Context: an optimization exercise on an open-source flow, tuned for small area. The choices shown serve that exercise and are no tape-out recipe.
Where RTL was checked, it was by simulation tests only, not by an equivalence proof against the original.
The RTL of run 2 was laid out without a check of its function.
In runs 5 to 9 the design's own scripts or RTL, not TritonCTS, make the clock network.
The clock input has no modelled driver; a real chip could not lean on it and would need a root buffer or a full tree.
Power is estimated from default activity; no workload was simulated.

==> design/flow/design.v <==
`timescale 1ns / 1ps
`timescale 1ns / 1ps
`timescale 1ns / 1ps
`timescale 1ns / 1ps
`timescale 1ns / 1ps
`timescale 1ns / 1ps
module House (
    input  wire clk,
    input  wire reset,
    input  wire rx,
    output wire tx,
    input  wire motion_detected,
    input  wire TopeA,
    input  wire TopeB,
    output reg  motor_up,
    output reg  motor_down,
    output reg  buzzer,
    output wire led1,
    output wire led2,
    output wire led3
);
    reg       rbusy;
    reg [8:0] rcnt;
    reg [3:0] rph;
    reg [4:0] rdat;             
    wire rterm = (rcnt == 9'h10e);
    wire rlast = rph[3] & rph[0];                      
    wire pub   = rbusy & rterm & rlast;
    wire rsamp = (rph == 4'd1) | (rph == 4'd2) | (rph == 4'd6) |
                 (rph == 4'd7) | (rph == 4'd8);
    always @(posedge clk or posedge reset)
        if (reset)
            rbusy <= 1'b0;
        else if (!rbusy)
            rbusy <= ~rx;
        else if (rterm & rlast)
            rbusy <= 1'b0;
    always @(posedge clk) begin
        if (!rbusy | rterm)
            rcnt <= 9'd0;
        else
            rcnt <= {rcnt[7:0], ~(rcnt[8] ^ rcnt[4])};
        if (!rbusy)
            rph <= 4'd0;
        else if (rterm)
            rph <= rph + 4'd1;
        if (rbusy & rterm & rsamp)
            rdat <= {rx, rdat[4:1]};
    end
    reg p1, p2, p3;
    reg [2:0] lcmd;
    always @(posedge clk or posedge reset)
        if (reset) begin
            p1 <= 1'b0;
            p2 <= 1'b0;
            p3 <= 1'b0;
            motor_up <= 1'b0;
            motor_down <= 1'b0;
            lcmd <= 3'b000;
            buzzer <= 1'b0;
        end else begin
            p1 <= pub;
            p2 <= p1;
            p3 <= p2;
            if (p2) begin
                motor_up   <= rdat[0] & ~rdat[1];
                motor_down <= rdat[1] & ~rdat[0];
            end
            if (p3)
                lcmd <= rdat[4:2];
            buzzer <= motion_detected;
        end
    reg [14:0] lq;
    reg        ltog;
    wire lwrap = (lq == 15'h4144);
    always @(posedge clk or posedge reset)
        if (reset) begin
            lq   <= 15'h00a6;
            ltog <= 1'b0;
        end else begin
            lq   <= {lq[13:4], lq[3] ^ lwrap, lq[2:0], lq[14] ^ lq[3]};
            ltog <= ltog ^ lwrap;
        end
    wire [2:0] leds = (lcmd != 3'b000) ? lcmd : {3{ltog}};
    assign led1 = leds[0];
    assign led2 = leds[1];
    assign led3 = leds[2];
    reg [3:0] tph;
    reg [8:0] tcnt;
    reg [4:0] tdat;             
    wire tterm  = (tcnt == 9'h10e);
    wire tnever = (tph == 4'd15);
    wire tgap   = (tph == 4'd10);
    wire tstart = tgap | (tnever & p1);
    wire ttope  = ((tph == 4'd9) & (tcnt == 9'h187)) |
                  (tnever & rbusy & rlast & (rcnt == 9'h187));
    always @(posedge clk or posedge reset)
        if (reset)
            tph <= 4'd15;
        else if (tstart)
            tph <= 4'd0;
        else if (!tnever & tterm)
            tph <= tph + 4'd1;
    always @(posedge clk) begin
        if (tnever | tgap | tterm)
            tcnt <= 9'd0;
        else
            tcnt <= {tcnt[7:0], ~(tcnt[8] ^ tcnt[4])};
        if (ttope)
            tdat[1:0] <= {TopeA, TopeB};
        if (tstart)
            tdat[4:2] <= leds;
    end
    reg tbit;
    always @(*)
        case (tph)
            4'd5:    tbit = tdat[0];
            4'd6:    tbit = tdat[1];
            4'd7:    tbit = tdat[2];
            4'd8:    tbit = tdat[3];
            4'd9:    tbit = tdat[4];
            4'd10,
            4'd15:   tbit = 1'b1;
            default: tbit = 1'b0;
        endcase
    assign tx = tbit;
endmodule
==> design/flow/flow/run.sh <==
#!/bin/bash
set -euo pipefail
export BUFFER_PORTS_ARGS="-buffer_cell sky130_fd_sc_hd__buf_1"
export CTS_ARGS="-sink_clustering_enable -repair_clock_nets -dont_use_dummy_load -buf_list sky130_fd_sc_hd__clkbuf_4"
bash standard.sh > standard.log 2>&1
==> design/flow/standard.sh <==
#!/bin/bash
# synth_recipe.tcl (not shown) runs the flow's synth.tcl, then flattens the netlist and writes it again
# the make line also repeats each setting of config.mk as NAME=value (left out here)
make -C /OpenROAD-flow-scripts/flow DESIGN_CONFIG=/design/flow/config.mk WORK_HOME=/design/flow/orfs CLKGATE_MAP_FILE= SYNTH_SCRIPT=/design/flow/synth_recipe.tcl "${@:-finish}"
==> design/flow/config.mk <==
export PLATFORM = sky130hd
export DESIGN_NAME = House
export DESIGN_NICKNAME = House
export VERILOG_FILES = /design/flow/design.v
export SDC_FILE = /design/flow/constraint.sdc
export NUM_CORES = 4
export LEC_CHECK = 0
export CAP_MARGIN = 0
export CORE_MARGIN = 2
export CORE_UTILIZATION = 40
export SLEW_MARGIN = 0
==> design/flow/constraint.sdc <==
create_clock -name core_clock -period 10.0 [get_ports {clk}]
set_input_delay 2.0000 -clock core_clock [delete_from_list [all_inputs] [get_ports {clk}]]
set_output_delay 2.0000 -clock core_clock [all_outputs]
set_load 0.01 [all_outputs]
==> reports/qor.yml, run 1 <==
status: "finished clean"
first_global_vias: 1290
powerDensity_nw_per_um2: 149.1
cts_buffers: 9
fin_cells: 270
dp.cells: 261
grtUsageTotal_pct: 13.12
synth.largest_area_cell: "dfrtp_1"
grt_use_met3_pct: 6.561
rows: 27
cts_resized: 0
postLayoutCellArea_um2: 2490
antenna_cells: 0
layout-drive-gt1-share_pct: 11.62
synthArstFlopShare_pct: 48.39
grt_max_degree: 31
p_total_mw: 0.3713
synth-edff-count: 10
pre_cts_slack_ns: 6.489
antenna_left: 0
post-route-period-util_pct: 39.11
nets: 214
wl_per_cell_um: 13.35
ios: 13
tns_ns: 0
synthFlopType: "dfxtp_1"
fillers: 523
die_height_um: 79.76
syn_to_final_growth_pct: 8.447
clkLatencyLatePin_ns: 0.40
htree_levels: 3
peakVddDrop_v: 0.00007690
cp_max_fo: 4
synth_commonest_cells: "dfrtp_1, dfxtp_1, and2_1"
synth_top_area_share_pct: 23.98
port_buffers: 12
min_path_type: "flip-flop to flip-flop"
fin_skew_ns: 0.03769
critical_path_class: "flip-flop to output port"
dpl.hpwl_um: 2509
worst_slack_ns: 6.089
cap_violations: 0
overflow: 0
drv_slew: 0
netlist_instances: 179
startpoint_type: "flip-flop"
cts_setup_buffers: 0
slew_headroom_pct: 26.81
synth_cell_types: 39
vias: 1328
routed_wl_um: 3604
cts_tree: "done"
p_leak_nw: 1.063
grt_busiest_layer: "met2"
grt_pass1_wl_um: 6092
clock-sinks: 62
via_per_inst: 4.919
worst_hold_slack_ns: 0.3602
syn_area_per_cell_um2: 12.83
die_w_um: 79.76
yosysSeqAreaShare_pct: 65.40
clock_path_buffers: 2
coreArea_um2: 5540
grt_use_met1_pct: 17.30
setup_viol: 0
yosys-top-cells-area: "dfrtp_1, dfxtp_1, edfxtp_1"
max_slew.worst_pin.slew_ns: 1.097
gp_congestion: 0.8345
critPathRequiredTime_ns: 8.00
fin_util_pct: 44.94
rsz0062_at_grt: "false"
synth-warning-count: 1
postCtsHoldBufs: 0
root_buffer: "clkbuf_4"
endpoint_kind: "output port"
drc_errors: 0
syn-num-nets: 193
r2r_cells: 3
hold_viol_final: 0
period_needed_ns: 3.911
dpl-instance-area_um2: 2422
first_pass_iters: 6
ys_ff_latch: 62
dieArea_um2: 6362
fmaxAchievable_mhz: 255.7
start_util_pct: 41.44
arrival_ns: 1.91
path_clk_slew_ns: 0.09
min_path_cells: 0
antenna_found_initial: 0
use_met2_pct: 17.56
synthesis.area_um2: 2296
drt_iter0_drc: 90
flip-flops by register name, indices dropped and copies added (netlist names):
name	flops
buzzer	1
lcmd	3
lq	15
ltog	1
motor_down	1
motor_up	1
p1	1
p2	1
p3	1
rbusy	1
rcnt	9
rdat	5
rph	4
tcnt	9
tdat	5
tph	4
power breakdown:
| group | internal (mW) | switching, mW | leakage (nW) |
|---|---|---|---|
| clock | 0.0417 | 0.0717 | 0.0414 |
| sequential | 0.255 | 0.0000509 | 0.650 |
| combinational | 0.000535 | 0.00270 | 0.372 |
| total | 0.297 | 0.0744 | 1.06 |
final timing paths:
kind	from	slack (ns)	endpoint
max in group asynchronous	reset	7.48	lq[12]
hold / removal	lq[6]	0.36	lq[7]
setup reg to reg	rcnt[4]	7.84	rdat[4]
min in group asynchronous	reset	1.84	motor_down
hold reg to reg	lq[6]	0.36	lq[7]
setup / recovery	tph[0]	6.09	tx
cell usage in the layout (no fill, tap or decap), drive strengths merged, types with 5 or more instances in the layout:
cell type	synthesis	final
dfrtp	22	22
dfxtp	22	22
and2	15	15
buf	1	12
edfxtp	10	10
inv	9	9
clkbuf	1	9
ha	8	8
dfstp	8	8
a21oi	7	7
nor2	7	7
nor2b	6	6
nand3	6	6
and3	6	6
nand4	5	5
xnor2	5	5
worst max-delay path, stage by stage (launching register included):
cell      delay, ns
dfstp_2        0.56
inv_1          0.09
ha_1           0.21
a222oi_1       0.30
nand2b_1       0.15
nand3_1        0.08
buf_1          0.15
routing by layer:
metal	wire (um)	part of all wire, %
met1	1765	49
met2	1565	43
met3	180	5.0
met4	93	2.6
met5	0	0
area by class of cell:
| class | count | area, um2 | area share (%) |
|---|---|---|---|
| inverter | 9 | 33.78 | 1.357 |
| multi-input combinational | 106 | 752.0 | 30.20 |
| timing repair buffer | 12 | 45.04 | 1.809 |
| tap | 72 | 90.09 | 3.618 |
| clock buffer | 9 | 67.56 | 2.714 |
| sequential | 62 | 1501 | 60.30 |
cells by family after synthesis:
kind of cell	count (synthesis)	synth area share (%)
adders and majority gates	8	4.360
buffers and inverters	11	1.852
and+or+nand+nor	65	17.44
xor gates and xnor gates	6	2.289
muxes	4	1.907
DFF	62	65.40
AOI/OAI and AO/OA	23	6.757
==> run 2: changes to the inputs <==
--- a/design/flow/design.v
+++ b/design/flow/design.v
@@ -26,6 +26,5 @@
     wire rterm = (rcnt == 9'h10e);
-    wire rlast = rph[3] & rph[0];                      
+    wire rlast = ~rph[3] & rph[2] & ~rph[1];           
     wire pub   = rbusy & rterm & rlast;
-    wire rsamp = (rph == 4'd1) | (rph == 4'd2) | (rph == 4'd6) |
-                 (rph == 4'd7) | (rph == 4'd8);
+    wire rsamp = rph[3];
     always @(posedge clk or posedge reset)
@@ -43,5 +42,5 @@
         if (!rbusy)
-            rph <= 4'd0;
+            rph <= 4'b0110;
         else if (rterm)
-            rph <= rph + 4'd1;
+            rph <= {rph[2:0], ~(rph[2] & (rph[1] ^ rph[3]))};
         if (rbusy & rterm & rsamp)
@@ -91,6 +90,8 @@
     wire tterm  = (tcnt == 9'h10e);
-    wire tnever = (tph == 4'd15);
-    wire tgap   = (tph == 4'd10);
+    wire tnever = (~tph[0] & tph[1] & tph[2] & ~tph[3]);
+    wire tgap   = (tph[1] & tph[2] & tph[3]);
+    wire tp9    = (tph[0] & tph[1] & tph[2]);
+    wire tfb    = (~tph[2] & ~tph[3]) | (~tph[0] & ~tph[1] & tph[3]);
     wire tstart = tgap | (tnever & p1);
-    wire ttope  = ((tph == 4'd9) & (tcnt == 9'h187)) |
+    wire ttope  = (tp9 & (tcnt == 9'h187)) |
                   (tnever & rbusy & rlast & (rcnt == 9'h187));
@@ -98,7 +99,5 @@
         if (reset)
-            tph <= 4'd15;
-        else if (tstart)
-            tph <= 4'd0;
-        else if (!tnever & tterm)
-            tph <= tph + 4'd1;
+            tph <= 4'b0110;
+        else if (tstart | (~tnever & tterm))
+            tph <= {tph[2:0], tfb};
     always @(posedge clk) begin
@@ -113,15 +112,3 @@
     end
-    reg tbit;
-    always @(*)
-        case (tph)
-            4'd5:    tbit = tdat[0];
-            4'd6:    tbit = tdat[1];
-            4'd7:    tbit = tdat[2];
-            4'd8:    tbit = tdat[3];
-            4'd9:    tbit = tdat[4];
-            4'd10,
-            4'd15:   tbit = 1'b1;
-            default: tbit = 1'b0;
-        endcase
-    assign tx = tbit;
+    assign tx = ((~tph[0] & tph[1] & tph[2])) | (((~tph[0] & ~tph[1] & ~tph[3])) & tdat[0]) | (((~tph[0] & ~tph[1] & ~tph[2])) & tdat[1]) | (((~tph[1] & ~tph[2] & ~tph[3])) & tdat[2]) | (((tph[0] & tph[1] & ~tph[2])) & tdat[3]) | (((tph[0] & tph[1] & tph[2])) & tdat[4]);
 endmodule
==> design/flow/flow/run.sh (replaced) <==
#!/bin/bash
# The standard layout (standard.sh) with these changes:
#  - synthesis: the standard flow's own script, but Yosys's ABC step maps the logic with
#    an area-oriented script (flow/abc_area.script); registers are untouched
#  - port buffers are sky130_fd_sc_hd__buf_1
#  - clock tree: clkbuf_4 buffers only, no dummy loads
# Every tool's output goes to logs under orfs/logs and to standard.log.
set -euo pipefail
W=$PWD
{
  echo "proc abc {args} {"
  echo "  set i [lsearch \$args -script]"
  echo "  if {\$i >= 0} { lset args [expr {\$i + 1}] $W/flow/abc_area.script }"
  echo "  yosys abc {*}\$args"
  echo "}"
  cat synth_recipe.tcl
} > my_synth.tcl
sed "s#SYNTH_SCRIPT=[^ ]*#SYNTH_SCRIPT=$W/my_synth.tcl#" standard.sh > my_standard.sh
grep -q "SYNTH_SCRIPT=$W/my_synth.tcl" my_standard.sh
export BUFFER_PORTS_ARGS="-buffer_cell sky130_fd_sc_hd__buf_1"
export CTS_ARGS="-sink_clustering_enable -repair_clock_nets -dont_use_dummy_load -buf_list sky130_fd_sc_hd__clkbuf_4"
bash my_standard.sh > standard.log 2>&1
==> design/flow/flow/abc_area.script (new file) <==
strash
ifraig
scorr
dc2
strash
&get -n
&st
&syn2
&dch -f
&nf -R 1000
&put
topo
dnsize -c
==> run 2 against run 1 <==
Net effect:
- maximum frequency up 6.8%
- clock skew down 0.017 ns
- global-route usage down 0.095 points
- sequential cell count unchanged
- sequential share of layout area up 5.0 points
- critical endpoint unchanged
- largest cell class unchanged
==> reports/qor.yml, run 2 <==
max_slew.worst_pin.slew_ns: 1.026
final_common_cell: "dfrtp_1"
min_path_type: "flip-flop to flip-flop"
setup_viol: 0
rr_endpoint: "tph[2]"
fin_util_pct: 45.22
layout-drive-gt1-share_pct: 8.989
ios: 13
power.switching_mw: 0.07441
first_pass_iters: 4
p_leak_nw: 0.9076
postCtsHoldBufs: 0
synth_most_common_cell: "dfrtp_1"
die_w_um: 76.23
synthesis.area_um2: 2087
hold_viol_final: 0
drc_errors: 0
synth-edff-count: 10
antenna_found_initial: 0
r2r_start: "tph[1]"
gp_congestion: 0.7514
status: "finished clean"
syn-num-nets: 162
via_per_inst: 4.891
peakVddDrop_v: 0.00005809
post-route-period-util_pct: 36.62
powerDensity_nw_per_um2: 161.8
comb_power_share_pct: 0.9
nets: 186
synthArstFlopShare_pct: 48.39
cts_setup_buffers: 0
synth_top_area_share_pct: 28.78
critPathRequiredTime_ns: 8.00
grtUsageTotal_pct: 13.03
wl_per_cell_um: 13.28
worst_slack_ns: 6.338
final_cell_mix: "dfrtp_1, dfxtp_1, and2_0"
antenna_left: 0
htree_levels: 3
fillers: 493
synth.largest_area_cell: "dfrtp_1"
netlist_instances: 156
fmaxAchievable_mhz: 273.0
path_clk_slew_ns: 0.10
start_util_pct: 41.12
startpoint_type: "flip-flop"
regMostFlops: "lq"
cap_violations: 0
clkPwrFrac_pct: 30.5
rsz0062_at_grt: "false"
reg.largest.list: "lq x15, rcnt x9, tcnt x9"
synthFlopType: "dfrtp_1"
yosysSeqAreaShare_pct: 71.82
vias: 1213
coreArea_um2: 5075
cp_max_fo: 6
ys_ff_latch: 62
r2r_cells: 5
fin_skew_ns: 0.02107
period_needed_ns: 3.662
synth_cell_types: 33
tns_ns: 0
slew_headroom_pct: 31.18
grt_max_degree: 31
syn_to_final_growth_pct: 9.952
drt_iter0_drc: 47
min_path_cells: 0
multiInputGateArea_um2: 569.3
p_int_mw: 0.2969
worst_hold_slack_ns: 0.3755
grt_pass1_wl_um: 5616
first_global_vias: 1214
yosys-top-cells-area: "dfrtp_1, dfxtp_1, edfxtp_1"
rows: 26
drv_slew: 0
dpl.hpwl_um: 2284
die_height_um: 76.23
routed_wl_um: 3293
cts_buffers: 9
clkLatencyLatePin_ns: 0.39
clock_path_buffers: 2
synth-warning-count: 1
pre_cts_slack_ns: 6.773
rrSetupSlack_ns: 7.96
port_buffers: 12
swShare_pct: 20.04
syn_area_per_cell_um2: 13.38
arrival_ns: 1.66
overflow: 0
root_buffer: "clkbuf_4"
hold_end: "lq[2]"
dieArea_um2: 5811
worstHoldStart: "lq[1]"
synth_commonest_cells: "dfrtp_1, dfxtp_1, and2_0"
endpoint_kind: "output port"
pwr-share-seq_pct: 68.6
largest_reg_flops: 15
cts_tree: "done"
critical_path_class: "flip-flop to output port"
regArea_um2: 1499
cts_resized: 0
clock-sinks: 62
antenna_cells: 0
[run 2: per-layer routing]
layer | vias to the layer above | wire (um) | track usage (%)
li1 | 595 | - | -
met3 | 4 | 173 | 7.227
met4 | 0 | 45 | 7.636
met2 | 25 | 1589 | 19.12
met5 | - | 0 | 0
met1 | 589 | 1484 | 14.91
[run 2: critical path, stage by stage (launching register included)]
cell,delay [ns]
dfstp_2,0.59
nor2_1,0.08
a32o_1,0.21
a21oi_1,0.13
o221ai_1,0.12
buf_1,0.15
[run 2: how the worst max path moves through the flow]
| stage | slack (ns) | end | depth (start not counted) | start |
|---|---|---|---|---|
| after floorplan | 6.94 | tx | 4 | tph[1] |
| after CTS | 6.31 | tx | 5 | tph[1] |
| after global placement | 6.83 | tx | 5 | tph[1] |
| after detailed placement | 6.77 | tx | 5 | tph[1] |
| after global routing | 6.25 | tx | 5 | tph[1] |
| final | 6.34 | tx | 5 | tph[1] |
[run 2: area by class of cell]
class                   count  area share [%]
flip-flops and latches     62           65.32
multi-input cells          89           24.81
well taps                  70           3.817
clock buffers               9           2.944
repair buffers             13           2.290
inverters                   5          0.8179
[run 2: cell families (layout without fill, tap and decap cells)]
logic type / after synthesis / in the layout / synth area share [%]
flip-flops: 62 / 62 / 71.82
AO/OA/AOI/OAI: 17 / 17 / 5.156
multiplexers: 6 / 6 / 3.117
buffers and inverters: 5 / 27 / 0.8994
XOR/XNOR: 4 / 4 / 1.679
AND/OR/NAND/NOR: 62 / 62 / 17.33
[run 2: power by group through the flow]
| stage | logic (mW) | registers, mW | clock network, mW |
|---|---|---|---|
| finish | 0.00323 | 0.255 | 0.113 |
| global route | 0.00383 | 0.255 | 0.135 |
| CTS | 0.00343 | 0.255 | 0.120 |
| detailed placement | 0.00341 | 0.260 | 0 |
| global placement | 0.00331 | 0.260 | 0 |
| floorplan | 0.00178 | 0.260 | 0 |
[run 2: metrics by stage]
step                      cells  area [um2]  total power [mW]
final                       248        2295            0.3713
after global routing        248        2295            0.3932
after CTS                   248        2295            0.3785
after detailed placement    239        2227            0.2634
after global placement      239        2227            0.2633
after floorplan             156        2087            0.2619
==> run 3: changes to the inputs <==
--- a/design/flow/design.v
+++ b/design/flow/design.v
@@ -90,6 +90,6 @@
     wire tterm  = (tcnt == 9'h10e);
-    wire tnever = (~tph[0] & tph[1] & tph[2] & ~tph[3]);
-    wire tgap   = (tph[1] & tph[2] & tph[3]);
-    wire tp9    = (tph[0] & tph[1] & tph[2]);
-    wire tfb    = (~tph[2] & ~tph[3]) | (~tph[0] & ~tph[1] & tph[3]);
+    wire tnever = (~tph[1] & ~tph[2] & ~tph[3]);
+    wire tgap   = (~tph[1] & ~tph[2] & tph[3]);
+    wire tp9    = (~tph[0] & ~tph[1]);
+    wire tfb    = (tph[0] & ~tph[3]) | (~tph[1] & ~tph[2]) | (~tph[0] & tph[3]);
     wire tstart = tgap | (tnever & p1);
@@ -99,3 +99,3 @@
         if (reset)
-            tph <= 4'b0110;
+            tph <= 4'b0001;
         else if (tstart | (~tnever & tterm))
@@ -112,3 +112,3 @@
     end
-    assign tx = ((~tph[0] & tph[1] & tph[2])) | (((~tph[0] & ~tph[1] & ~tph[3])) & tdat[0]) | (((~tph[0] & ~tph[1] & ~tph[2])) & tdat[1]) | (((~tph[1] & ~tph[2] & ~tph[3])) & tdat[2]) | (((tph[0] & tph[1] & ~tph[2])) & tdat[3]) | (((tph[0] & tph[1] & tph[2])) & tdat[4]);
+    assign tx = ((~tph[1] & ~tph[2])) | (((~tph[0] & ~tph[2])) & tdat[0]) | (((~tph[1] & tph[2] & ~tph[3])) & tdat[1]) | (((tph[0] & tph[1] & ~tph[2] & tph[3])) & tdat[2]) | (((~tph[0] & ~tph[3])) & tdat[3]) | (((~tph[0] & ~tph[1])) & tdat[4]);
 endmodule
==> run 3 against run 2 <==
Net effect:
- critical path depth shrank 2
- still clean
- maximum frequency grew 3.0%
- highest routed layer unchanged
- die area shrank 0.79%
- largest power group unchanged
==> reports/qor.yml, run 3 <==
syn-num-nets: 164
regArea_um2: 1498
htree_levels: 3
syn_to_final_growth_pct: 10.04
ios: 13
critPathBufInv: 1
fin_skew_ns: 0.01653
synthArstFlopShare_pct: 48.39
cp_max_fo: 3
drt_iter0_drc: 70
crit_family: "simple AND/OR/NAND/NOR gates"
grt_max_degree: 31
status: "finished clean"
endpoint_kind: "output port"
postCtsHoldBufs: 0
powerDensity_nw_per_um2: 162.7
hold_viol_final: 0
synth-edff-count: 10
port_buffers: 12
layout-drive-gt1-share_pct: 8.333
final_common_cell: "dfrtp_1"
multiInputGateArea_um2: 556.8
gp_congestion: 0.8518
synth_top_area_share_pct: 30.23
syn_area_per_cell_um2: 13.10
dpl.hpwl_um: 2259
cpMaxStageDelayCell: "dfrtp_1"
rsz0062_at_grt: "false"
grt_pass1_wl_um: 5678
crit_chain: "nor4b_1, or2_0, buf_1"
largest_reg_flops: 15
cap_violations: 0
peakVddDrop_v: 0.00007257
synth_most_common_cell: "dfrtp_1"
reg.largest.list: "lq x15, rcnt x9, tcnt x9"
rows: 26
cts_setup_buffers: 0
via_per_inst: 4.896
netlist_instances: 158
worst_slack_ns: 6.443
routed_wl_um: 3215
max_slew.worst_pin.slew_ns: 0.9914
grtUsageTotal_pct: 13.19
synth_cell_types: 31
drc_errors: 0
worst_hold_slack_ns: 0.3766
wl_per_cell_um: 12.86
cts_buffers: 9
nets: 188
first_global_vias: 1260
tns_ns: 0
startpoint_type: "flip-flop"
pre_cts_slack_ns: 6.852
fmaxAchievable_mhz: 281.2
synth_commonest_cells: "dfrtp_1, dfxtp_1, and2_0"
vias: 1224
clock_path_buffers: 2
critPathRequiredTime_ns: 8.00
synthFlopType: "dfrtp_1"
yosysSeqAreaShare_pct: 72.37
min_path_type: "flip-flop to flip-flop"
cts_resized: 0
post-route-period-util_pct: 35.57
final_cell_mix: "dfrtp_1, dfxtp_1, and2_0"
yosys-top-cells-area: "dfrtp_1, dfxtp_1, edfxtp_1"
p_leak_nw: 0.9136
antenna_left: 0
antenna_cells: 0
cpPeakStageDelay_ns: 0.40
fillers: 474
critical_path_class: "flip-flop to output port"
die_w_um: 75.93
setup_viol: 0
overflow: 0
slew_headroom_pct: 33.50
synthesis.area_um2: 2069
ys_ff_latch: 62
die_height_um: 75.93
first_pass_iters: 4
cts_tree: "done"
path_clk_slew_ns: 0.09
arrival_ns: 1.56
clkLatencyLatePin_ns: 0.39
drv_slew: 0
synth-warning-count: 1
regMostFlops: "lq"
start_util_pct: 41.04
dieArea_um2: 5765
root_buffer: "clkbuf_4"
period_needed_ns: 3.557
clock-sinks: 62
antenna_found_initial: 0
synth.largest_area_cell: "dfrtp_1"
coreArea_um2: 5042
[run 3: final cells by class]
class	count	share of cell area (%)
repair buffers	13	2.308
multi-input cells	92	24.45
inverters	4	0.6593
clock buffers	9	2.967
well taps	70	3.846
flip-flops and latches	62	65.77
[run 3: where the power goes]
part	internal [mW]	total (mW)	switching, mW
logic	0.000547	0.00319	0.00264
clock network	0.0417	0.113	0.0711
registers	0.255	0.255	0.0000418
[run 3: worst paths after layout]
kind                               from    endpoint  slack, ns  depth (start not counted)
worst max register to register  rcnt[8]     rdat[0]       8.10                          5
max in group asynchronous         reset      tph[3]       7.85                          2
worst min-delay path              lq[1]       lq[2]       0.38                          0
worst min register to register    lq[1]       lq[2]       0.38                          0
worst max-delay path            lcmd[0]        led3       6.44                          3
min in group asynchronous         reset  motor_down       1.68                          2
[run 3: cell families (layout without fill, tap and decap cells)]
logic type / Yosys count / in the layout / synth area share, %
compound gates: 17 / 17 / 4.716
xor+xnor: 4 / 4 / 1.693
buf+inv: 4 / 26 / 0.7253
flops: 62 / 62 / 72.37
mux: 5 / 5 / 2.600
simple gates: 66 / 66 / 17.90
[run 3: metal layers]
layer | share of wire, % | global-route usage (%) | vias up | routed length, um
li1 | - | - | 598 | -
met1 | 45 | 15.78 | 593 | 1453
met2 | 48 | 19.64 | 24 | 1541
met3 | 4.9 | 5.357 | 9 | 156
met4 | 2.0 | 8.727 | 0 | 63
met5 | 0 | 0 | - | 0
[run 3: stage by stage]
stage	instances	power [mW]	util [%]	cell area, um2
CTS	250	0.3781	45.16	2277
finish	250	0.3706	45.16	2277
global route	250	0.3901	45.16	2277
detailed placement	241	0.2634	43.82	2210
global placement	241	0.2633	43.82	2210
floorplan	158	0.2619	-	2069
==> run 4: changes to the inputs <==
==> design/flow/flow/abc_area.script (replaced) <==
strash
&get -n
&st
&deepsyn -T 20
&dch -f
&nf -R 1000
&put
topo
dnsize -c
==> run 4 against run 3 <==
Net effect:
- still clean
- register-to-register slack worse by 0.19 ns
- via count down 3.8%
- non-clock buffer count down 1
- clock-buffer cell count unchanged
- first-iteration DRC count down 2.9%
- maximum frequency up 3.4%
- sequential cell count unchanged
- utilization down 0.20 points
- global-route usage up 0.85 points
- largest cell class unchanged
- largest power group unchanged
==> reports/qor.yml, run 4 <==
cap_violations: 0
synth_cell_types: 31
clkLatencyLatePin_ns: 0.38
path_clk_slew_ns: 0.08
status: "finished clean"
rsz0062_at_grt: "false"
port_buffers: 12
tns_ns: 0
endpoint_kind: "output port"
startpoint_type: "flip-flop"
dpl.hpwl_um: 2292
drc_errors: 0
yosysSeqAreaShare_pct: 72.46
syn_to_final_growth_pct: 9.685
die_w_um: 75.89
critical_path.startpoint: "tph[0]"
htree_levels: 3
netlist_instances: 159
p_total_mw: 0.3676
synthesis.area_um2: 2067
regMostFlops: "lq"
root_buffer: "clkbuf_4"
first_global_vias: 1230
grt_pass1_wl_um: 5644
rrSetupSlack_ns: 7.91
gp_congestion: 0.7815
routed_wl_um: 3128
cts_resized: 0
largest_reg_flops: 15
drv_slew: 0
antenna_left: 0
rows: 26
min_path_type: "flip-flop to flip-flop"
start_util_pct: 40.99
max_slew.worst_pin.slew_ns: 0.9872
cp_max_fo: 5
p_leak_nw: 0.9247
setup_viol: 0
ys_ff_latch: 62
fin_util_pct: 44.96
final_common_cell: "dfrtp_1"
clock_path_buffers: 2
reg.largest.list: "lq x15, rcnt x9, tcnt x9"
dieArea_um2: 5759
cts_tree: "done"
yosys-top-cells-area: "dfrtp_1, dfxtp_1, edfxtp_1"
syn_area_per_cell_um2: 13.00
powerDensity_nw_per_um2: 162.1
grtUsageTotal_pct: 14.04
synth-warning-count: 1
coreArea_um2: 5042
die_height_um: 75.89
syn-num-nets: 165
final_cell_mix: "dfrtp_1, dfxtp_1, buf_1"
rr_endpoint: "rdat[1]"
fmaxAchievable_mhz: 290.7
fin_skew_ns: 0.02721
crit_path_end: "tx"
antenna_cells: 0
slew_headroom_pct: 33.78
synth_top_area_share_pct: 30.27
ios: 13
period_needed_ns: 3.440
peakVddDrop_v: 0.00009778
r2r_cells: 6
postCtsHoldBufs: 0
synth_commonest_cells: "dfrtp_1, dfxtp_1"
critical_path_class: "flip-flop to output port"
drt_iter0_drc: 68
post-route-period-util_pct: 34.40
via_per_inst: 4.708
grt_max_degree: 31
worst_hold_slack_ns: 0.3688
antenna_found_initial: 0
arrival_ns: 1.44
overflow: 0
wl_per_cell_um: 12.51
r2r_start: "rcnt[8]"
worstHoldStart: "lq[12]"
synth-edff-count: 10
clock-sinks: 62
hold_viol_final: 0
synth.largest_area_cell: "dfrtp_1"
cts_setup_buffers: 0
layout-drive-gt1-share_pct: 7.778
synth_most_common_cell: "dfrtp_1"
critPathRequiredTime_ns: 8.00
synthArstFlopShare_pct: 48.39
cts_buffers: 9
first_pass_iters: 4
nets: 188
synthFlopType: "dfrtp_1"
vias: 1177
## run 4: cell count changes after synthesis, sizes merged, moves of 2 or more
cell	delta
o22a	+2
mux2i	-2
clkinv	+5
and2	-3
and3	+2
a211oi	-2
o22ai	+2
a31oi	-2
nand4b	-2
## run 4: metrics by stage
step	cell area, um2	instances	setup slack, ns
floorplan	2067	159	7.103
global placement	2200	241	6.987
detailed placement	2200	241	6.962
CTS	2267	250	6.523
global route	2267	250	6.404
finish	2267	250	6.560
## run 4: metal layers
| layer | vias up | share of wire [%] | track usage (%) | wire [um] |
|---|---|---|---|---|
| met3 | 10 | 2.7 | 5.159 | 85 |
| met5 | - | 0 | 0 | 0 |
| met4 | 0 | 3.0 | 9.942 | 93 |
| li1 | 590 | - | - | - |
| met2 | 15 | 50 | 21.55 | 1550 |
| met1 | 562 | 45 | 16.20 | 1399 |
## run 4: power breakdown
part | switching [mW] | total (mW) | internal, mW
combinational | 0.00259 | 0.00314 | 0.000546
clock | 0.0681 | 0.110 | 0.0418
sequential | 0.0000413 | 0.255 | 0.255
## run 4: worst min-delay path by stage
stage | end | slack (ns) | depth (start not counted)
final | lq[13] | 0.37 | 0
after global routing | lq[13] | 0.38 | 0
after CTS | lq[13] | 0.37 | 0
after detailed placement | lq[2] | 0.36 | 0
after global placement | lq[9] | 0.36 | 0
after floorplan | lq[7] | 0.35 | 0
## run 4: cell families (layout without fill, tap and decap cells)
logic type      count (synthesis)  count (layout)  synth area share (%)
compound gates                 19              19                 5.569
xor+xnor                        3               3                 1.271
buf+inv                         9              30                 1.634
simple gates                   62              62                 16.89
flops                          62              62                 72.46
mux                             4               4                 2.179
## run 4: layout make-up
class | count | area, um2
Multi-Input combinational cell | 88 | 535.5
Tap cell | 70 | 87.58
Sequential cell | 62 | 1498
Inverter | 9 | 33.78
Clock buffer | 9 | 67.56
Timing Repair Buffer | 12 | 45.04
Fill cell | 471 | 2775
## run 4: critical path: stages, from the launching register on
cell      delay [ns]
dfstp_2         0.57
clkinv_1        0.10
a22oi_1         0.16
o22ai_1         0.10
buf_1           0.13
==> run 5: changes to the inputs <==
--- a/design/flow/flow/run.sh
+++ b/design/flow/flow/run.sh
@@ -5,3 +5,3 @@
 #  - port buffers are sky130_fd_sc_hd__buf_1
-#  - clock tree: clkbuf_4 buffers only, no dummy loads
+#  - clock tree: flow/small_cts.tcl replaces TritonCTS
 # Every tool's output goes to logs under orfs/logs and to standard.log.
@@ -20,3 +20,3 @@
 export BUFFER_PORTS_ARGS="-buffer_cell sky130_fd_sc_hd__buf_1"
-export CTS_ARGS="-sink_clustering_enable -repair_clock_nets -dont_use_dummy_load -buf_list sky130_fd_sc_hd__clkbuf_4"
+export PRE_CTS_TCL=$W/flow/small_cts.tcl
 bash my_standard.sh > standard.log 2>&1
==> design/flow/flow/small_cts.tcl (new file) <==
# Clock tree for a small design: split the clock sinks into K groups by
# k-means on their placed locations and drive each group with one clock
# buffer fed straight from the clock port.
proc my_small_cts {K cell} {
  set block [ord::get_db_block]
  set dbu [$block getDbUnitsPerMicron]
  set pins {}; set xy {}
  foreach p [get_pins -of_objects [get_nets clk]] {
    if {[get_property $p direction] != "input"} continue
    set b [[[sta::sta_to_db_pin $p] getInst] getBBox]
    lappend pins $p
    lappend xy [list [expr ([$b xMin]+[$b xMax])/2.0/$dbu] [expr ([$b yMin]+[$b yMax])/2.0/$dbu]]
  }
  set n [llength $pins]
  # initial centres: spread along sorted x+y
  set order [lsort -real -indices [lmap q $xy {expr [lindex $q 0]+[lindex $q 1]}]]
  set cs {}
  for {set k 0} {$k < $K} {incr k} {
    lappend cs [lindex $xy [lindex $order [expr int(($k+0.5)*$n/$K)]]]
  }
  for {set it 0} {$it < 50} {incr it} {
    set asg {}
    foreach q $xy {
      set best 0; set bd 1e30
      for {set k 0} {$k < $K} {incr k} {
        set c [lindex $cs $k]
        set d [expr abs([lindex $q 0]-[lindex $c 0])+abs([lindex $q 1]-[lindex $c 1])]
        if {$d < $bd} {set bd $d; set best $k}
      }
      lappend asg $best
    }
    set ncs {}
    for {set k 0} {$k < $K} {incr k} {
      set sx 0; set sy 0; set m 0
      foreach q $xy a $asg { if {$a == $k} { set sx [expr $sx+[lindex $q 0]]; set sy [expr $sy+[lindex $q 1]]; incr m } }
      if {$m == 0} { lappend ncs [lindex $cs $k] } else { lappend ncs [list [expr $sx/$m] [expr $sy/$m]] }
    }
    set cs $ncs
  }
  for {set k 0} {$k < $K} {incr k} {
    set lp {}
    foreach p $pins a $asg { if {$a == $k} { lappend lp $p } }
    if {[llength $lp] == 0} continue
    puts "clock group $k: [llength $lp] sinks at [lindex $cs $k]"
    insert_buffer -buffer_cell $cell -net clk -load_pins $lp -location [lindex $cs $k] \
      -buffer_name clkbuf_leaf_$k -net_name clknet_leaf_$k
  }
  set_propagated_clock [all_clocks]
}

# Used in place of TritonCTS (this file is sourced as the PRE_CTS_TCL hook):
# the clock port drives three clkbuf_8 buffers, one per group of nearby
# registers.
proc clock_tree_synthesis {args} {
  my_small_cts 3 sky130_fd_sc_hd__clkbuf_8
}
==> run 5 against run 4 <==
Net effect:
- clock power is 23% lower
- maximum frequency rose by 5.4%
- register-to-register slack got worse by 0.05 ns
- utilization decreased by 0.52 points
- clock skew hardly changed
- setup slack better by 0.18 ns
- sequential power about the same
- global-route usage down 2.1 points
- routed wire length down 1.9%
- highest routed layer unchanged
==> reports/qor.yml, run 5 <==
gp_congestion: 0.7815
first_global_vias: 1178
endpoint_kind: "output port"
dpl-instance-area_um2: 2200
yosys-top-cells-area: "dfrtp_1, dfxtp_1, edfxtp_1"
final_common_cell: "dfrtp_1"
ys_ff_latch: 62
fillers: 470
final_cell_mix: "dfrtp_1, dfxtp_1, buf_1"
path_clk_slew_ns: 0.13
tns_ns: 0
dieArea_um2: 5759
synth_cell_types: 31
synth-edff-count: 10
via_per_inst: 4.783
powerDensity_nw_per_um2: 153.0
routed_wl_um: 3069
first_pass_iters: 4
arrival_ns: 1.26
fmaxAchievable_mhz: 306.5
antenna_cells: 0
yosysSeqAreaShare_pct: 72.46
slew_headroom_pct: 34.00
rows: 26
critPathRequiredTime_ns: 8.00
worst_slack_ns: 6.738
fin_skew_ns: 0.02695
drv_slew: 0
pre_cts_slack_ns: 6.962
rr_endpoint: "rdat[1]"
peakVddDrop_v: 0.00008940
dpl.hpwl_um: 2292
r2r_start: "rcnt[8]"
cts_setup_buffers: 0
start_util_pct: 40.99
p_leak_nw: 0.9049
synthFlopType: "dfrtp_1"
hold_viol_final: 0
syn_area_per_cell_um2: 13.00
multiInputGateArea_um2: 535.5
largest_reg_flops: 15
synthesis.area_um2: 2067
max_slew.worst_pin.slew_ns: 0.9839
nets: 182
cts_resized: 0
reg.largest.list: "lq x15, rcnt x9, tcnt x9"
critical_path_class: "flip-flop to output port"
die_height_um: 75.89
clkLatencyLatePin_ns: 0.18
synth.largest_area_cell: "dfrtp_1"
die_w_um: 75.89
cpMaxStageDelayCell: "dfstp_2"
synth_commonest_cells: "dfrtp_1, dfxtp_1"
rsz0062_at_grt: "false"
cap_violations: 0
hold_end: "lq[2]"
postCtsHoldBufs: 0
min_path_cells: 0
drt_iter0_drc: 79
cpPeakStageDelay_ns: 0.59
antenna_left: 0
postLayoutCellArea_um2: 2241
regArea_um2: 1498
port_buffers: 12
layout-drive-gt1-share_pct: 4.598
netlist_instances: 159
crit_chain: "clkinv_1, a22oi_1, o22ai_1, buf_1"
period_needed_ns: 3.262
synth_top_area_share_pct: 30.27
coreArea_um2: 5042
wl_per_cell_um: 12.58
cp_max_fo: 5
antenna_found_initial: 0
regMostFlops: "lq"
startpoint_type: "flip-flop"
synth-warning-count: 1
worstHoldStart: "lq[1]"
grt_pass1_wl_um: 5451
fin_cells: 244
syn_to_final_growth_pct: 8.414
status: "finished clean"
overflow: 0
synthArstFlopShare_pct: 48.39
dp.cells: 241
drc_errors: 0
grt_max_degree: 31
ios: 13
r2r_cells: 6
rrSetupSlack_ns: 7.86
syn-num-nets: 165
grtUsageTotal_pct: 11.92
fin_util_pct: 44.44
synth_most_common_cell: "dfrtp_1"
worst_hold_slack_ns: 0.3777
vias: 1167
setup_viol: 0
p_total_mw: 0.3428
min_path_type: "flip-flop to flip-flop"
post-route-period-util_pct: 32.62
run 5: worst max-delay path by stage:
stage               startpoint  endpoint
floorplan               tph[0]        tx
global placement        tph[0]        tx
detailed placement      tph[0]        tx
CTS                     tph[0]        tx
global route            tph[0]        tx
finish                  tph[0]        tx
run 5: routing by layer:
metal  GRT usage, %  part of all wire [%]
met1          16.20                    45
met2          20.88                    51
met3          1.190                   2.5
met4          2.339                   1.7
met5              0                     0
run 5: layout make-up, without the clock buffers:
type                       count  area share [%]
tap                           70           3.908
multi-input combinational     88           23.90
sequential                    62           66.83
timing repair buffer          12           2.010
inverter                       9           1.508
run 5: where the power goes:
part	switching (mW)	leakage, nW	total, mW	internal (mW)
Combinational	0.00261	0.225	0.00315	0.000546
Clock	0.0568	0.0216	0.0849	0.0281
Sequential	0.0000413	0.658	0.255	0.255
Total	0.0595	0.905	0.343	0.283
run 5: cells by family (layout without fill, tap and decap cells):
group                  count (synthesis)  after routing  synth area share, %
multiplexers                           4              4                2.179
AND/OR/NAND/NOR                       62             62                16.89
flip-flops                            62             62                72.46
AO/OA/AOI/OAI                         19             19                5.569
XOR/XNOR                               3              3                1.271
buffers and inverters                  9             24                1.634
run 5: critical path, delay by kind of cell (launching register included):
kind | cells | cell delay, ns
buf+inv | 2 | 0.24
compound gates | 2 | 0.26
flops | 1 | 0.59
==> run 6: changes to the inputs <==
--- a/design/flow/flow/small_cts.tcl
+++ b/design/flow/flow/small_cts.tcl
@@ -51,6 +51,6 @@
 # Used in place of TritonCTS (this file is sourced as the PRE_CTS_TCL hook):
-# the clock port drives three clkbuf_8 buffers, one per group of nearby
+# the clock port drives four clkbuf_8 buffers, one per group of nearby
 # registers.
 proc clock_tree_synthesis {args} {
-  my_small_cts 3 sky130_fd_sc_hd__clkbuf_8
+  my_small_cts 4 sky130_fd_sc_hd__clkbuf_8
 }
==> run 6 against run 5 <==
Net effect:
- critical path type unchanged
- sequential power hardly changed
- critical path depth stayed put
- total power is 2.4% higher
==> reports/qor.yml, run 6 <==
status: "finished clean"
synthesis.area_um2: 2067
yosys-top-cells-area: "dfrtp_1, dfxtp_1, edfxtp_1"
die_height_um: 75.89
rsz0062_at_grt: "false"
path_clk_slew_ns: 0.10
wl_per_cell_um: 12.75
vias: 1167
syn-num-nets: 165
routed_wl_um: 3124
peakVddDrop_v: 0.0001060
fillers: 468
grtUsageTotal_pct: 12.22
postLayoutCellArea_um2: 2255
synth_commonest_cells: "dfrtp_1, dfxtp_1"
die_w_um: 75.89
period_needed_ns: 3.230
syn_to_final_growth_pct: 9.080
tns_ns: 0
grt_max_degree: 31
critical_path_class: "flip-flop to output port"
port_buffers: 12
hold_viol_final: 0
cpMaxStageDelayCell: "dfstp_2"
synthFlopType: "dfrtp_1"
r2r_start: "rcnt[8]"
gp_congestion: 0.7815
cp_max_fo: 5
ys_ff_latch: 62
cts_setup_buffers: 0
via_per_inst: 4.763
endpoint_kind: "output port"
postCtsHoldBufs: 0
regMostFlops: "lq"
crit_chain: "clkinv_1, a22oi_1, o22ai_1, buf_1"
grt_pass1_wl_um: 5540
ios: 13
first_pass_iters: 4
cts_resized: 0
fmaxAchievable_mhz: 309.6
cpPeakStageDelay_ns: 0.58
synth_top_area_share_pct: 30.27
largest_reg_flops: 15
nets: 183
drc_errors: 0
first_global_vias: 1177
overflow: 0
antenna_left: 0
final_cell_mix: "dfrtp_1, dfxtp_1, buf_1"
layout-drive-gt1-share_pct: 5.143
worstHoldStart: "lq[1]"
synth-warning-count: 1
final_common_cell: "dfrtp_1"
synth_cell_types: 31
dpl.hpwl_um: 2292
powerDensity_nw_per_um2: 155.6
antenna_found_initial: 0
max_slew.worst_pin.slew_ns: 0.9880
synth.largest_area_cell: "dfrtp_1"
synth-edff-count: 10
worst_slack_ns: 6.770
min_path_type: "flip-flop to flip-flop"
setup_viol: 0
post-route-period-util_pct: 32.30
slew_headroom_pct: 33.73
drt_iter0_drc: 101
syn_area_per_cell_um2: 13.00
synth_most_common_cell: "dfrtp_1"
drv_slew: 0
reg.largest.list: "lq x15, rcnt x9, tcnt x9"
critPathRequiredTime_ns: 8.00
synthArstFlopShare_pct: 48.39
coreArea_um2: 5042
clkLatencyLatePin_ns: 0.16
rows: 26
startpoint_type: "flip-flop"
min_path_cells: 0
cap_violations: 0
antenna_cells: 0
critical_path.startpoint: "tph[0]"
start_util_pct: 40.99
fin_skew_ns: 0.02326
dpl-instance-area_um2: 2200
netlist_instances: 159
p_leak_nw: 0.9121
dieArea_um2: 5759
r2r_cells: 6
arrival_ns: 1.23
yosysSeqAreaShare_pct: 72.46
pre_cts_slack_ns: 6.962
run 6: changes by cell type in the layout (fill, tap and decap cells not counted), sizes merged:
| cell | previous run | this run |
|---|---|---|
| clkbuf | 3 | 4 |
run 6: path summary, 6_finish.rpt:
| kind | endpoint | slack, ns |
|---|---|---|
| setup reg to reg | rdat[2] | 7.87 |
| max in group asynchronous | lcmd[1] | 7.61 |
| hold / removal | lq[2] | 0.38 |
| setup / recovery | tx | 6.77 |
| min in group asynchronous | p2 | 1.91 |
| hold reg to reg | lq[2] | 0.38 |
run 6: worst max-delay path: cells and delay by family (launching register included):
kind / cells / cell delay (ns)
flip-flops: 1 / 0.58
AO/OA/AOI/OAI: 2 / 0.26
buffers and inverters: 2 / 0.24
run 6: cell families after synthesis:
| group | count (synthesis) | synth area share, % |
|---|---|---|
| mux | 4 | 2.179 |
| buf+inv | 9 | 1.634 |
| flops | 62 | 72.46 |
| xor+xnor | 3 | 1.271 |
| compound gates | 19 | 5.569 |
| simple gates | 62 | 16.89 |
run 6: cell type report, without the clock buffers:
type	instances	area (um2)	share of cell area, %
inverters	9	33.78	1.498
multi-input cells	88	535.5	23.75
flip-flops and latches	62	1498	66.43
well taps	70	87.58	3.885
repair buffers	12	45.04	1.998
run 6: stage by stage:
| stage | std cells | util [%] | hold WS, ns | power [mW] |
|---|---|---|---|---|
| detailed placement | 241 | 43.62 | 0.3597 | 0.2633 |
| global route | 245 | 44.71 | 0.3868 | 0.3657 |
| floorplan | 159 | - | 0.3466 | 0.2619 |
| finish | 245 | 44.71 | 0.3754 | 0.3509 |
| CTS | 245 | 44.71 | 0.3771 | 0.3550 |
| global placement | 241 | 43.62 | 0.3575 | 0.2632 |
run 6: where the power goes:
group / switching, mW / internal, mW / total (mW)
combinational: 0.00260 / 0.000546 / 0.00315
sequential: 0.0000413 / 0.255 / 0.255
clock: 0.0562 / 0.0369 / 0.0931
run 6: metal layers:
layer  vias to the layer above  GRT usage, %  wire (um)
met4                         0         2.144         65
met3                         7         1.455         97
li1                        577             -          -
met1                       566         16.35       1415
met2                        17         21.65       1546
met5                         -             0          0
==> run 7: changes to the inputs <==
--- a/design/flow/flow/small_cts.tcl
+++ b/design/flow/flow/small_cts.tcl
@@ -51,6 +51,6 @@
 # Used in place of TritonCTS (this file is sourced as the PRE_CTS_TCL hook):
-# the clock port drives four clkbuf_8 buffers, one per group of nearby
+# the clock port drives two clkbuf_16 buffers, one per group of nearby
 # registers.
 proc clock_tree_synthesis {args} {
-  my_small_cts 4 sky130_fd_sc_hd__clkbuf_8
+  my_small_cts 2 sky130_fd_sc_hd__clkbuf_16
 }
==> run 7 against run 6 <==
Net effect:
- still clean
- die area stayed put
- synthesized cell count stayed put
- sequential cell count stayed put
- critical path depth stayed put
- clock power is 2% higher
- utilization is 0.099 points lower
- hold slack better by 0.0013 ns
- setup slack worse by 0.0095 ns
- sequential share of layout area is 0.15 points higher
- cell area is 0.22% lower
- global-route usage is 0.36 points lower
- largest power group unchanged
==> reports/qor.yml, run 7 <==
status: "finished clean"
cts_resized: 0
netlist_instances: 159
die_w_um: 75.89
nets: 181
first_global_vias: 1176
grt_max_degree: 34
port_buffers: 12
drc_errors: 0
antenna_left: 0
synthFlopType: "dfrtp_1"
dp.cells: 241
synth_most_common_cell: "dfrtp_1"
largest_reg_flops: 15
antenna_cells: 0
p_leak_nw: 0.9079
drv_slew: 0
startpoint_type: "flip-flop"
syn_area_per_cell_um2: 13.00
tns_ns: 0
fin_util_pct: 44.62
pre_cts_slack_ns: 6.962
ios: 13
start_util_pct: 40.99
die_height_um: 75.89
first_pass_iters: 4
slew_headroom_pct: 33.73
reg.largest.list: "lq x15, rcnt x9, tcnt x9"
rsz0062_at_grt: "false"
yosysSeqAreaShare_pct: 72.46
cpPeakStageDelay_ns: 0.58
grtUsageTotal_pct: 11.86
critical_path_class: "flip-flop to output port"
fmaxAchievable_mhz: 308.7
drt_iter0_drc: 64
syn-num-nets: 165
synth.largest_area_cell: "dfrtp_1"
crit_chain: "clkinv_1, a22oi_1, o22ai_1, buf_1"
final_common_cell: "dfrtp_1"
synth-edff-count: 10
synthArstFlopShare_pct: 48.39
synthesis.area_um2: 2067
critPathRequiredTime_ns: 8.00
yosys-top-cells-area: "dfrtp_1, dfxtp_1, edfxtp_1"
fin_skew_ns: 0.005500
hold_viol_final: 0
syn_to_final_growth_pct: 8.838
overflow: 0
setup_viol: 0
via_per_inst: 4.745
wl_per_cell_um: 12.67
cp_max_fo: 5
multiInputGateArea_um2: 535.5
synth_cell_types: 31
dieArea_um2: 5759
endpoint_kind: "output port"
arrival_ns: 1.24
coreArea_um2: 5042
regMostFlops: "lq"
post-route-period-util_pct: 32.40
ys_ff_latch: 62
fin_cells: 243
clkLatencyLatePin_ns: 0.17
postCtsHoldBufs: 0
fillers: 469
vias: 1153
synth_top_area_share_pct: 30.27
powerDensity_nw_per_um2: 156.8
peakVddDrop_v: 0.00009195
worst_slack_ns: 6.760
rows: 26
grt_pass1_wl_um: 5430
antenna_found_initial: 0
cts_setup_buffers: 0
cap_violations: 0
period_needed_ns: 3.240
routed_wl_um: 3080
layout-drive-gt1-share_pct: 4.046
min_path_type: "flip-flop to flip-flop"
cpMaxStageDelayCell: "dfstp_2"
max_slew.worst_pin.slew_ns: 0.9880
final_cell_mix: "dfrtp_1, dfxtp_1, buf_1"
synth_commonest_cells: "dfrtp_1, dfxtp_1"
path_clk_slew_ns: 0.11
regArea_um2: 1498
synth-warning-count: 1
gp_congestion: 0.7815
worst_hold_slack_ns: 0.3767
dpl.hpwl_um: 2292
-- run 7: cell counts after synthesis --
Identical to the previous run, type by type.
-- run 7: cell families after synthesis --
group,count (synthesis),share of synthesized area [%]
compound gates,19,5.569
xor+xnor,3,1.271
buf+inv,9,1.634
flops,62,72.46
mux,4,2.179
simple gates,62,16.89
-- run 7: where the power goes --
group / total, mW / internal [mW] / switching, mW
Combinational: 0.00315 / 0.000546 / 0.00260
Sequential: 0.255 / 0.255 / 0.0000422
Clock: 0.0949 / 0.0372 / 0.0577
-- run 7: worst paths after layout --
path	startpoint	depth (start not counted)	slack, ns	to
setup reg to reg	rcnt[8]	6	7.90	rdat[1]
min in group asynchronous	reset	2	1.90	motor_down
hold reg to reg	lq[1]	0	0.38	lq[2]
setup / recovery	tph[0]	4	6.76	tx
max in group asynchronous	reset	2	7.64	tph[1]
hold / removal	lq[1]	0	0.38	lq[2]
-- run 7: cell type report, without the clock buffers --
| cell class | count | area share [%] |
|---|---|---|
| Inverter | 9 | 1.502 |
| Multi-Input combinational cell | 88 | 23.80 |
| Sequential cell | 62 | 66.57 |
| Tap cell | 70 | 3.893 |
| Timing Repair Buffer | 12 | 2.002 |
-- run 7: layer usage --
metal / global-route usage, % / vias up / share of wire [%]
met5: 0 / - / 0
met4: 2.339 / 0 / 1.6
met3: 0.6614 / 4 / 1.5
met2: 21.07 / 12 / 50
met1: 16.20 / 560 / 47
li1: - / 577 / -
-- run 7: critical path, delay by kind of cell, from the launching register on --
family,cells,cell delay [ns]
compound gates,2,0.26
buf+inv,2,0.24
flops,1,0.58
-- run 7: through the flow --
step                instance area, um2  power [mW]
floorplan                         2067      0.2619
global placement                  2200      0.2632
detailed placement                2200      0.2633
CTS                               2250      0.3562
global route                      2250      0.3663
finish                            2250      0.3527
==> run 8: changes to the inputs <==
--- a/design/flow/design.v
+++ b/design/flow/design.v
@@ -21,19 +21,18 @@
 );
-    reg       rbusy;
+    reg [3:0] rph;
     reg [8:0] rcnt;
-    reg [3:0] rph;
     reg [4:0] rdat;             
     wire rterm = (rcnt == 9'h10e);
-    wire rlast = ~rph[3] & rph[2] & ~rph[1];           
-    wire pub   = rbusy & rterm & rlast;
-    wire rsamp = rph[3];
+    wire ridle = (~rph[0] & rph[1] & rph[2]);
+    wire rlast = (rph[0] & rph[1] & rph[2]);
+    wire rsamp = (~rph[1] & ~rph[2]) | (~rph[2] & ~rph[3]);
+    wire rfb   = (~rph[2] & ~rph[3]) | (~rph[0] & ~rph[1] & rph[3]);
+    wire pub   = rlast & rterm;
     always @(posedge clk or posedge reset)
         if (reset)
-            rbusy <= 1'b0;
-        else if (!rbusy)
-            rbusy <= ~rx;
-        else if (rterm & rlast)
-            rbusy <= 1'b0;
+            rph <= 4'b1110;
+        else if (ridle ? ~rx : rterm)
+            rph <= {rph[2:0], rfb};
     always @(posedge clk) begin
-        if (!rbusy | rterm)
+        if (ridle | rterm)
             rcnt <= 9'd0;
@@ -41,7 +40,3 @@
             rcnt <= {rcnt[7:0], ~(rcnt[8] ^ rcnt[4])};
-        if (!rbusy)
-            rph <= 4'b0110;
-        else if (rterm)
-            rph <= {rph[2:0], ~(rph[2] & (rph[1] ^ rph[3]))};
-        if (rbusy & rterm & rsamp)
+        if (rterm & rsamp)
             rdat <= {rx, rdat[4:1]};
@@ -96,3 +91,3 @@
     wire ttope  = (tp9 & (tcnt == 9'h187)) |
-                  (tnever & rbusy & rlast & (rcnt == 9'h187));
+                  (tnever & rlast & (rcnt == 9'h187));
     always @(posedge clk or posedge reset)
==> run 8 against run 7 <==
Net effect:
- total power decreased by 1.4%
- die area decreased by 0.29%
- critical endpoint unchanged
- still clean
- sequential power decreased by 2%
- clock skew increased by 0.0080 ns
- setup slack got worse by 0.15 ns
- first-iteration DRC count decreased by 48%
==> reports/qor.yml, run 8 <==
regArea_um2: 1496
dpl-instance-area_um2: 2193
timing.critical_path.mode_cell: "a211oi_1"
worst_slack_ns: 6.606
wl_met2_um: 1567
clkLatencyLatePin_ns: 0.17
drt_iter0_drc: 33
final_cell_mix: "dfrtp_1, dfxtp_1, nor2_1"
dr_wl_met3_um: 89
synth_most_common_cell: "dfrtp_1"
cap_violations: 0
wl_per_cell_um: 13.21
arrival_ns: 1.39
synthFlopType: "dfrtp_1"
layout-drive-gt1-share_pct: 5.882
drv_slew: 0
grtUsageTotal_pct: 11.93
cpMaxStageDelayCell: "dfstp_2"
worst_hold_slack_ns: 0.3780
overflow: 0
vias: 1164
pwr-share-seq_pct: 72.2
syn-num-nets: 162
endpoint_kind: "output port"
path_clk_slew_ns: 0.11
maxUsedRoutingLayer: "met4"
period_needed_ns: 3.394
drc_errors: 0
regMostFlops: "lq"
status: "finished clean"
max_slew.worst_pin.slew_ns: 1.100
critPathBufInv: 1
synthesis.area_um2: 2061
synth_commonest_cells: "dfrtp_1, dfxtp_1, nor2_1"
syn_to_final_growth_pct: 8.865
clkPwrFrac_pct: 26.8
fin_util_pct: 44.49
postLayoutCellArea_um2: 2243
die_height_um: 75.78
pre_cts_slack_ns: 6.800
synth_top_area_share_pct: 30.36
synth_cell_types: 29
cts_setup_buffers: 0
reg.largest.list: "lq x15, rcnt x9, tcnt x9"
fmaxAchievable_mhz: 294.7
crit_chain: "nor2_1, a211oi_1, a211oi_1, o21ai_0, buf_1"
cpPeakStageDelay_ns: 0.60
critPathRequiredTime_ns: 8.00
grt_pass1_wl_um: 5464
powerDensity_nw_per_um2: 155.0
via_per_inst: 4.850
largest_reg_flops: 15
synth-edff-count: 10
coreArea_um2: 5042
met1_length_um: 1463
antenna_found_initial: 0
critical_path.startpoint: "tph[0]"
cts_resized: 0
hold_viol_final: 0
dp.cells: 238
start_util_pct: 40.87
r2r_start: "rcnt[4]"
slew_headroom_pct: 26.22
p_int_mw: 0.2886
dieArea_um2: 5742
multiInputGateArea_um2: 541.8
startpoint_type: "flip-flop"
netlist_instances: 156
first_pass_iters: 4
peakVddDrop_v: 0.00009986
min_path_type: "flip-flop to flip-flop"
post-route-period-util_pct: 33.94
yosysSeqAreaShare_pct: 72.62
synthArstFlopShare_pct: 54.10
ys_ff_latch: 61
rows: 26
dpl.hpwl_um: 2343
antenna_left: 0
crit_family: "flip-flops"
nets: 178
fin_cells: 240
p_leak_nw: 0.8999
ios: 13
cp_max_fo: 7
yosys-top-cells-area: "dfrtp_1, dfxtp_1, edfxtp_1"
fin_skew_ns: 0.01351
tns_ns: 0
port_buffers: 12
first_global_vias: 1223
synth-warning-count: 1
rsz0062_at_grt: "false"
setup_viol: 0
routed_wl_um: 3171
synth.largest_area_cell: "dfrtp_1"
swShare_pct: 17.02
postCtsHoldBufs: 0
antenna_cells: 0
critical_path_class: "flip-flop to output port"
worstHoldStart: "lq[1]"
power.switching_mw: 0.05917
gp_congestion: 0.7965
final_common_cell: "dfrtp_1"
grt_max_degree: 34
die_w_um: 75.78
syn_area_per_cell_um2: 13.21
comb_power_share_pct: 1.0
p_total_mw: 0.3478
fillers: 466
## run 8: cell types whose count changed after synthesis, sizes merged, moves of 3 or more
cell,before,now
nor2,10,14
clkinv,9,6
and3,4,1
nor2b,4,10
dfxtp,22,18
nor3,5,2
nand3,3,0
dfstp,5,8
## run 8: cells by family (layout without fill, tap and decap cells)
group                     after synthesis  in the layout  synth area share (%)
DFF                                    61             61                 72.62
AOI/OAI and AO/OA                      19             19                 5.342
buffers and inverters                   6             20                 1.093
and+or+nand+nor                        63             63                 17.49
xor gates and xnor gates                3              3                 1.275
muxes                                   4              4                 2.186
## run 8: power by group through the flow
stage	Sequential [mW]	Clock, mW	Combinational, mW
5_1_grt	0.251	0.105	0.00417
2_1_floorplan	0.256	0	0.00195
3_5_place_dp	0.256	0	0.00373
3_3_place_gp	0.256	0	0.00358
6_report	0.251	0.0933	0.00345
4_1_cts	0.251	0.0981	0.00375
## run 8: worst paths after layout
| path | to | slack, ns | depth (start not counted) |
|---|---|---|---|
| worst max-delay path | tx | 6.61 | 5 |
| worst min-delay path | lq[2] | 0.38 | 0 |
| worst max register to register | rdat[4] | 7.92 | 4 |
| worst min register to register | lq[2] | 0.38 | 0 |
| max in group asynchronous | rph[0] | 7.57 | 2 |
| min in group asynchronous | lcmd[0] | 1.93 | 2 |
## run 8: final cells by class, without the clock buffers
cell class	count	share of cell area [%]
well taps	70	3.904
inverters	6	1.004
repair buffers	12	2.008
multi-input cells	89	24.15
flip-flops and latches	61	66.70
## run 8: per-layer routing
| metal | track usage [%] | vias up |
|---|---|---|
| met5 | 0 | - |
| met4 | 1.559 | 0 |
| met3 | 1.058 | 5 |
| met2 | 21.74 | 13 |
| met1 | 15.85 | 581 |
| li1 | - | 565 |
## run 8: worst register-to-register path: cells and delay by family, from the launching register on
| family | cells | cell delay (ns) |
|---|---|---|
| flops | 1 | 0.34 |
| simple gates | 3 | 0.94 |
| compound gates | 1 | 0.44 |
==> run 9: changes to the inputs <==
--- a/design/flow/flow/run.sh
+++ b/design/flow/flow/run.sh
@@ -4,3 +4,2 @@
 #    an area-oriented script (flow/abc_area.script); registers are untouched
-#  - port buffers are sky130_fd_sc_hd__buf_1
 #  - clock tree: flow/small_cts.tcl replaces TritonCTS
==> run 9 against run 8 <==
Net effect:
- clock skew unchanged
- via count unchanged
- synthesized cell count unchanged
- hold slack unchanged
- sequential cell count unchanged
==> reports/qor.yml, run 9 <==
synthAdderAreaFrac_pct: 0
cts_setup_buffers: 0
grt_busiest_layer: "met2"
dp.cells: 238
synth_top_family_by_area: "simple AND/OR/NAND/NOR gates"
use_met2_pct: 21.74
regMostFlops: "lq"
first_global_vias: 1223
synth-simple-area-share_pct: 17.49
worstHoldStart: "lq[1]"
p_total_mw: 0.3478
die_w_um: 75.78
ys_ff_latch: 61
p_leak_nw: 0.8999
antenna_cells: 0
pre_cts_slack_ns: 6.800
antenna_left: 0
r2r_start: "rcnt[4]"
slew_headroom_pct: 26.22
tns_ns: 0
dieArea_um2: 5742
worst_slack_ns: 6.606
syn_to_final_growth_pct: 8.865
synth_cell_types: 29
gp_congestion: 0.7965
grt_use_met1_pct: 15.85
vias: 1164
clkLatencyLatePin_ns: 0.17
start_util_pct: 40.87
path_clk_slew_ns: 0.11
synth_compound_area_share_pct: 5.343
coreArea_um2: 5042
powerDensity_nw_per_um2: 155.0
status: "finished clean"
fmaxAchievable_mhz: 294.7
syn_area_per_cell_um2: 13.21
critical_path_class: "flip-flop to output port"
synth_top_area_share_pct: 30.36
min_path_cells: 0
post-route-period-util_pct: 33.94
synth_commonest_cells: "dfrtp_1, dfxtp_1, nor2_1"
critPathRequiredTime_ns: 8.00
final_cell_mix: "dfrtp_1, dfxtp_1, nor2_1"
r2r_cells: 4
grt_pass1_wl_um: 5464
rr_endpoint: "rdat[4]"
first_pass_iters: 4
drc_errors: 0
setup_viol: 0
synthFlopType: "dfrtp_1"
port_buffers: 12
min_path_type: "flip-flop to flip-flop"
drt_iter0_drc: 33
arrival_ns: 1.39
ios: 13
synth-warning-count: 1
endpoint_kind: "output port"
routed_wl_um: 3171
synthXorXnorAreaFrac_pct: 1.275
synth-edff-count: 10
synthesis.area_um2: 2061
fin_skew_ns: 0.01351
fin_cells: 240
antenna_found_initial: 0
postCtsHoldBufs: 0
dpl.hpwl_um: 2343
grtUsageTotal_pct: 11.93
max_slew.worst_pin.slew_ns: 1.100
largest_reg_flops: 15
synthArstFlopShare_pct: 54.10
synth_most_common_cell: "dfrtp_1"
grt_use_met3_pct: 1.058
hold_end: "lq[2]"
via_per_inst: 4.850
grt_max_degree: 34
yosys-top-cells-area: "dfrtp_1, dfxtp_1, edfxtp_1"
final_common_cell: "dfrtp_1"
overflow: 0
synth.largest_area_cell: "dfrtp_1"
drv_slew: 0
startpoint_type: "flip-flop"
nets: 178
layout-drive-gt1-share_pct: 5.882
netlist_instances: 156
die_height_um: 75.78
rows: 26
reg.largest.list: "lq x15, rcnt x9, tcnt x9"
syn-num-nets: 162
period_needed_ns: 3.394
cp_max_fo: 7
muxShareOfSynthArea_pct: 2.186
fillers: 466
yosysSeqAreaShare_pct: 72.62
rsz0062_at_grt: "false"
cts_resized: 0
hold_viol_final: 0
wl_per_cell_um: 13.21
cap_violations: 0
peakVddDrop_v: 0.00009986
rrSetupSlack_ns: 7.92
-- run 9: cell counts after synthesis --
No cell type changed its count.
-- run 9: area by class of cell, without the clock buffers --
cell class | count | area [um2] | area share, %
Timing Repair Buffer | 12 | 45.04 | 2.008
Tap cell | 70 | 87.58 | 3.904
Inverter | 6 | 22.52 | 1.004
Multi-Input combinational cell | 89 | 541.8 | 24.15
Sequential cell | 61 | 1496 | 66.70
-- run 9: per-layer routing --
layer,share of wire (%),vias up
met5,0,-
met4,1.6,0
met3,2.8,5
met2,49,13
met1,46,581
li1,-,565
-- run 9: how the worst max path moves through the flow --
stage | to | slack (ns) | from
finish | tx | 6.61 | tph[0]
global route | tx | 6.42 | tph[1]
CTS | tx | 6.58 | tph[1]
detailed placement | tx | 6.80 | tph[1]
global placement | tx | 6.85 | tph[0]
floorplan | tx | 6.99 | tph[0]
-- run 9: cell families after synthesis --
group,after synthesis
AO/OA/AOI/OAI,19
flip-flops,61
XOR/XNOR,3
multiplexers,4
AND/OR/NAND/NOR,63
buffers and inverters,6
-- run 9: stage by stage --
| step | utilization, % | hold WS, ns | instance area, um2 |
|---|---|---|---|
| after floorplan | - | 0.3466 | 2061 |
| after global placement | 43.50 | 0.3581 | 2193 |
| after detailed placement | 43.50 | 0.3594 | 2193 |
| after CTS | 44.49 | 0.3800 | 2243 |
| after global routing | 44.49 | 0.3874 | 2243 |
| final | 44.49 | 0.3780 | 2243 |
-- run 9: critical path, stage by stage (launching register included) --
cell and delay (ns):
dfstp_2 0.60, nor2_1 0.06, a211oi_1 0.21, a211oi_1 0.08
o21ai_0 0.10, buf_1 0.17
-- run 9: report_power, final --
group | leakage (nW) | internal, mW | switching, mW
clock network | 0.0246 | 0.0371 | 0.0562
logic | 0.213 | 0.000550 | 0.00290
registers | 0.662 | 0.251 | 0.0000639
total | 0.900 | 0.289 | 0.0592

[what the ideal ports hide]
No port has a modelled driver above. Below, the same layouts with a new extraction and two added sets of constraints. Step 1: set_driving_cell puts a clkbuf_16 on clk and a buf_2 on each other input, an assumption about the parent block. Step 2, shift: input delay + t, output delay - t, t = (earliest + latest rising clock arrival at the registers) / 2. This alone moves slack from input paths to output paths. Slacks: ideal ports / drivers / drivers and shift; pairs: ideal ports / drivers.
| run | shift t [ns] | slack for setup (ns) | hold WS [ns] |
|---|---|---|---|
| run 1 | 0.406 | 6.089 / 6.062 / 6.468 | 0.360 / 0.360 / 0.360 |
| run 2 | 0.404 | 6.338 / 6.312 / 6.717 | 0.376 / 0.376 / 0.376 |
| run 3 | 0.406 | 6.443 / 6.420 / 6.826 | 0.377 / 0.377 / 0.377 |
| run 4 | 0.391 | 6.560 / 6.537 / 6.927 | 0.369 / 0.369 / 0.369 |
| run 5 | 0.208 | 6.738 / 6.694 / 6.901 | 0.378 / 0.378 / 0.378 |
| run 6 | 0.199 | 6.770 / 6.717 / 6.915 | 0.375 / 0.375 / 0.375 |
| run 7 | 0.206 | 6.760 / 6.718 / 6.924 | 0.377 / 0.377 / 0.377 |
| run 8 | 0.211 | 6.606 / 6.559 / 6.770 | 0.378 / 0.378 / 0.378 |
| run 9 | 0.211 | 6.606 / 6.559 / 6.770 | 0.378 / 0.378 / 0.378 |
After both steps setup and hold are still met in every run listed.
